Context: an optimization exercise on an open-source flow, tuned for small area, a short achievable clock period and few clock cycles per item. The choices shown serve that exercise and are no tape-out recipe.
In this exercise RTL edits were held to simulation tests only and were not proved equivalent to the original.

==> flow/design.v <==
module SHA1_hash (
	clk,
	nreset,
	start_hash,
	message_addr,
	message_size,
	hash,
	done,
	port_A_data_in,
	port_A_data_out,
	port_A_addr,
	port_A_we
	);
input          clk;
input          nreset;
input          start_hash;
input  [31:0]  message_addr;
input  [31:0]  message_size;
output [159:0] hash;
output         done;
output [31:0]  port_A_data_in;
input  [31:0]  port_A_data_out;
output [15:0]  port_A_addr;
output         port_A_we;
reg         busy, done, first;
reg  [6:0]  p;
reg         isT1, isT12, cld, rot, memsel, adinc, is15;
reg         fch, fpar, fmaj;
reg         xiv, x30, xa, nfirst;
reg  [31:0] Kv, IVv;        
reg  [31:0] A, B, C, D, F, J;
reg  [31:0] H0, H1, H2, H3, H4;
reg  [511:0] W;              
reg  [13:0] addr;
reg  [7:0]  wc;              
reg         over;            
reg  [1:0]  sz;              
reg  [3:0]  blk;             
assign port_A_we      = 1'b0;
assign port_A_data_in = 32'h0;
assign port_A_addr    = {addr, 2'b00};
assign hash           = {H0, H1, H2, H3, H4};
wire start_go = start_hash & ~busy;
wire [6:0] pinc = (p == 7'd81) ? 7'd0 : p + 7'd1;
function [1:0] rng;
	input [6:0] q;
	rng = (q < 20) ? 2'd0 : (q < 40) ? 2'd1 : (q < 60) ? 2'd2 : 2'd3;
endfunction
always @(posedge clk) begin
	if (start_go) begin
		p      <= 7'd78;
		isT1   <= 1'b0;
		isT12  <= 1'b0;
		cld    <= 1'b0;
		rot    <= 1'b1;
		x30    <= 1'b0;
		memsel <= 1'b0;
		adinc  <= 1'b0;
		is15   <= 1'b0;
		fch    <= 1'b0;
		fpar   <= 1'b1;
		fmaj   <= 1'b0;
		xiv    <= 1'b1;
		xa     <= 1'b0;
		nfirst <= 1'b0;
		Kv     <= 32'hca62c1d6;
		IVv    <= 32'hc3d2e1f0;
	end else begin
		p      <= pinc;
		isT1   <= (p == 7'd81);
		isT12  <= (p == 7'd81) || (p == 7'd0);
		cld    <= (p == 7'd80) || (p == 7'd81);
		rot    <= (p >= 7'd77);
		x30    <= !(first && !isT1) && (p >= 7'd77) && (p <= 7'd79);
		memsel <= (p == 7'd81) || (p <= 7'd14);
		adinc  <= (p >= 7'd80) || (p <= 7'd13);
		is15   <= (p == 7'd14);
		fch    <= (rng(p) == 2'd0);
		fpar   <= (rng(p) == 2'd1) || (rng(p) == 2'd3);
		fmaj   <= (rng(p) == 2'd2);
		case (rng(p))
			2'd0:    Kv <= 32'h5a827999;
			2'd1:    Kv <= 32'h6ed9eba1;
			2'd2:    Kv <= 32'h8f1bbcdc;
			default: Kv <= 32'hca62c1d6;
		endcase
		xiv    <= first && !isT1;
		xa     <= !(first && !isT1) && ((p == 7'd80) || (p == 7'd81));
		nfirst <= !(first && !isT1);
		IVv    <= (p == 7'd81) ? 32'h67452301 : (p == 7'd80) ? 32'hefcdab89 :
		          (p == 7'd79) ? 32'h98badcfe : (p == 7'd78) ? 32'h10325476 :
		          32'hc3d2e1f0;
	end
end
wire [6:0] nbs = message_size[9:3] + 7'd1;    
always @(posedge clk or negedge nreset) begin
	if (!nreset) begin
		busy <= 1'b0;
		done <= 1'b0;
	end else if (start_go) begin
		busy <= 1'b1;
		done <= 1'b0;
	end else if (busy && isT1 && !first && blk == 4'd0) begin
		busy <= 1'b0;
		done <= 1'b1;
	end
end
always @(posedge clk) begin
	if (start_go) begin
		first <= 1'b1;
		blk   <= nbs[6:3];
	end else if (isT1) begin
		first <= 1'b0;
		if (!first && blk != 4'd0)
			blk <= blk - 4'd1;
	end
end
always @(posedge clk) begin
	if (start_go)
		addr <= message_addr[15:2];
	else if (adinc)
		addr <= addr + 14'd1;
end
always @(posedge clk) begin
	if (start_go) begin
		wc   <= message_size[9:2];
		over <= 1'b0;
		sz   <= message_size[1:0];
	end else if (memsel) begin
		if (wc == 8'd0)
			over <= 1'b1;
		else
			wc <= wc - 8'd1;
	end
end
wire [31:0] mbe = {port_A_data_out[7:0], port_A_data_out[15:8],
                   port_A_data_out[23:16], port_A_data_out[31:24]};
reg  [31:0] mmask, mpad;
always @* begin
	if (over) begin
		mmask = 32'h0;
		mpad  = 32'h0;
	end else if (wc == 8'd0) begin
		case (sz)
			2'd0: begin mmask = 32'h00000000; mpad = 32'h80000000; end
			2'd1: begin mmask = 32'hff000000; mpad = 32'h00800000; end
			2'd2: begin mmask = 32'hffff0000; mpad = 32'h00008000; end
			default: begin mmask = 32'hffffff00; mpad = 32'h00000080; end
		endcase
	end else begin
		mmask = 32'hffffffff;
		mpad  = 32'h0;
	end
end
wire        islen = is15 && blk == 4'd0;
wire [31:0] wlen  = islen ? {19'd0, message_size[9:0], 3'd0} : 32'h0;
wire [31:0] wmem  = (mbe & mmask) | mpad | wlen;
wire [31:0] wx  = W[447:416] ^ W[287:256] ^ W[95:64] ^ W[31:0];
wire [31:0] wnw = memsel ? wmem : {wx[30:0], wx[31]};
always @(posedge clk)
	W <= {wnw, W[511:32]};
wire [31:0] Cr = {B[1:0], B[31:2]};            
wire [31:0] fv = ({32{fch}}  & ((A & Cr) | (~A & C))) |
                 (({32{fpar}} & A) ^ ({32{fpar}} & Cr) ^ ({32{fpar}} & C)) |
                 ({32{fmaj}} & ((A & Cr) | (A & C) | (Cr & C)));
wire [31:0] Xv   = ({32{xiv}} & IVv) | ({32{x30}} & {A[1:0], A[31:2]}) | ({32{xa}} & A);
wire [31:0] Hop  = {32{nfirst}} & H4;
wire [31:0] hsum, Anew, Jn;
sha1_add32 u_hadd (.a(Hop), .b(Xv), .s(hsum));
wire [31:0] Am   = {32{~isT12}} & {A[26:0], A[31:27]};
sha1_add3  u_aadd (.a(Am), .b(F), .c(J), .s(Anew));
sha1_add3  u_jadd (.a(D), .b(Kv), .c(W[511:480]), .s(Jn));
always @(posedge clk) begin
	A <= Anew;
	B <= isT1 ? {H1[29:0], H1[31:30]} : A;
	C <= cld ? H2 : Cr;
	D <= C;
	F <= cld ? hsum : fv;
	J <= {32{~cld}} & Jn;
end
always @(posedge clk) begin
	if (busy && rot) begin
		H0 <= hsum;
		H1 <= H0;
		H2 <= H1;
		H3 <= H2;
		H4 <= H3;
	end
end
endmodule
module sha1_add3 (a, b, c, s);
input  [31:0] a, b, c;
output [31:0] s;
wire [31:0] cs, cc;
wire [31:0] bc;
sha1_xor #(32) u_bc (.a(b), .b(c), .y(bc));
sha1_xor #(32) u_s  (.a(a), .b(bc), .y(cs));
sha1_maj  u_c (.a(a), .b(b), .c(c), .y(cc));
sha1_add32 u_add (.a(cs), .b({cc[30:0], 1'b0}), .s(s));
endmodule
module sha1_add32 (a, b, s);
input  [31:0] a, b;
output [31:0] s;
wire [31:0] g0, p0, g1, g2, g3, g4, g5;
wire [31:2] p1;
wire [31:4] p2;
wire [31:8] p3;
wire [31:16] p4;
sha1_and #(32) u_g (.a(a), .b(b), .y(g0));
sha1_xor #(32) u_p (.a(a), .b(b), .y(p0));
assign g1[0] = g0[0];
sha1_ao  #(31) u_g1 (.g(g0[31:1]),  .p(p0[31:1]),  .c(g0[30:0]), .y(g1[31:1]));
sha1_and #(30) u_p1 (.a(p0[31:2]),  .b(p0[30:1]),  .y(p1[31:2]));
assign g2[1:0] = g1[1:0];
sha1_ao  #(30) u_g2 (.g(g1[31:2]),  .p(p1[31:2]),  .c(g1[29:0]), .y(g2[31:2]));
sha1_and #(28) u_p2 (.a(p1[31:4]),  .b(p1[29:2]),  .y(p2[31:4]));
assign g3[3:0] = g2[3:0];
sha1_ao  #(28) u_g3 (.g(g2[31:4]),  .p(p2[31:4]),  .c(g2[27:0]), .y(g3[31:4]));
sha1_and #(24) u_p3 (.a(p2[31:8]),  .b(p2[27:4]),  .y(p3[31:8]));
assign g4[7:0] = g3[7:0];
sha1_ao  #(24) u_g4 (.g(g3[31:8]),  .p(p3[31:8]),  .c(g3[23:0]), .y(g4[31:8]));
sha1_and #(16) u_p4 (.a(p3[31:16]), .b(p3[23:8]),  .y(p4[31:16]));
assign g5[15:0] = g4[15:0];
sha1_ao  #(16) u_g5 (.g(g4[31:16]), .p(p4[31:16]), .c(g4[15:0]), .y(g5[31:16]));
assign s[0] = p0[0];
sha1_xor #(31) u_s (.a(p0[31:1]), .b(g5[30:0]), .y(s[31:1]));
endmodule
module sha1_and (a, b, y);
parameter N = 32;
input  [N-1:0] a, b;
output [N-1:0] y;
assign y = a & b;
endmodule
module sha1_xor (a, b, y);
parameter N = 32;
input  [N-1:0] a, b;
output [N-1:0] y;
assign y = a ^ b;
endmodule
module sha1_ao (g, p, c, y);
parameter N = 32;
input  [N-1:0] g, p, c;
output [N-1:0] y;
assign y = g | (p & c);
endmodule
module sha1_maj (a, b, c, y);
input  [31:0] a, b, c;
output [31:0] y;
assign y = (a & b) | (a & c) | (b & c);
endmodule
export LEC_CHECK = 0
export CAP_MARGIN = 20
export CORE_MARGIN = 2
export CORE_UTILIZATION = 45
export PLACE_DENSITY = 0.6
export SETUP_SLACK_MARGIN = 3.6
export SLEW_MARGIN = 20
export SYNTH_HIERARCHICAL = 1
export SYNTH_MINIMUM_KEEP_SIZE = 0
create_clock -name core_clock -period 6.3 [get_ports {clk}]
standard.sh (not shown) runs the stock make flow with config.mk's settings and CLKGATE_MAP_FILE= SYNTH_SCRIPT=/design/flow/synth_recipe.tcl, a recipe that flattens the netlist after the stock synthesis.
==> flow/flow/run.sh <==
#!/bin/bash
# The standard layout, with the port buffers made as buf_1 cells instead of
# the resizer's default choice (a delay buffer). Full output in standard.log.
set -e
export BUFFER_PORTS_ARGS="-buffer_cell sky130_fd_sc_hd__buf_1"
bash standard.sh > standard.log 2>&1
Testbench counts at the start, summed over its fixed seeds: cycles 68,472, messages 96.
==> next run, changes <==
--- a/flow/design.v
+++ b/flow/design.v
@@ -168,14 +168,13 @@
 wire [31:0] hsum, Anew, Jn;
 sha1_add32 u_hadd (.a(Hop), .b(Xv), .s(hsum));
-wire [31:0] Am   = {32{~isT12}} & {A[26:0], A[31:27]};
-sha1_add3  u_aadd (.a(Am), .b(F), .c(J), .s(Anew));
+sha1_add3  u_aadd (.a({A[26:0], A[31:27]}), .b(F), .c(J), .s(Anew));
 sha1_add3  u_jadd (.a(D), .b(Kv), .c(W[511:480]), .s(Jn));
 always @(posedge clk) begin
-	A <= Anew;
+	A <= isT12 ? H0 : Anew;
 	B <= isT1 ? {H1[29:0], H1[31:30]} : A;
 	C <= cld ? H2 : Cr;
 	D <= C;
-	F <= cld ? hsum : fv;
-	J <= {32{~cld}} & Jn;
+	F <= fv;
+	J <= Jn;
 end
 always @(posedge clk) begin
@@ -193,7 +192,5 @@
 output [31:0] s;
 wire [31:0] cs, cc;
-wire [31:0] bc;
-sha1_xor #(32) u_bc (.a(b), .b(c), .y(bc));
-sha1_xor #(32) u_s  (.a(a), .b(bc), .y(cs));
+sha1_xor3 u_s (.a(a), .b(b), .c(c), .y(cs));
 sha1_maj  u_c (.a(a), .b(b), .c(c), .y(cc));
 sha1_add32 u_add (.a(cs), .b({cc[30:0], 1'b0}), .s(s));
@@ -244,4 +241,9 @@
 assign y = g | (p & c);
 endmodule
+module sha1_xor3 (a, b, c, y);
+input  [31:0] a, b, c;
+output [31:0] y;
+assign y = a ^ b ^ c;
+endmodule
 module sha1_maj (a, b, c, y);
 input  [31:0] a, b, c;
Result: Core utilization shrinks by 0.67 points. Register-to-register slack gets better by 0.05 ns. Setup slack gets better by 0.054 ns. Cell count shrinks by 4.6%. Sequential cell count stays the same. Cell area shrinks by 1.6%. Die area shrinks by 0.42%. Via count shrinks by 5.4%. Clock skew grows by 0.015 ns. Routed wire length shrinks by 0.71%. Clock-buffer cell count grows by 4.
Testbench counts after the change, summed over its fixed seeds: cycles 68,472, messages 96.

-- what the ideal ports hide --
In the flow no input, the clock included, has a driving cell. The finished layouts below were timed again as built, in two steps. Step 1, drivers: a clkbuf_16 drives clk and a buf_2 each remaining input, both assumed. Step 2 also shifts input and output timing later by t, the mid clock arrival at the registers, as if the neighbouring blocks saw the same clock. Slacks: no drivers / after step 1 / after step 2; pairs: no drivers / after step 1.
run	t, ns	setup slack, ns	worst setup path after step 2	latest minus earliest clock arrival (ns)
the first run	0.722	3.573 / 3.573 / 3.243	input to register	0.047 / 0.047
the second run	0.718	3.627 / 3.601 / 3.515	input to register	0.059 / 0.060
After both steps setup and hold are still met in every run listed. For the first run, which loses most, drivers alone change the setup slack by 0.000 ns; drivers and shift together by -0.330 ns.
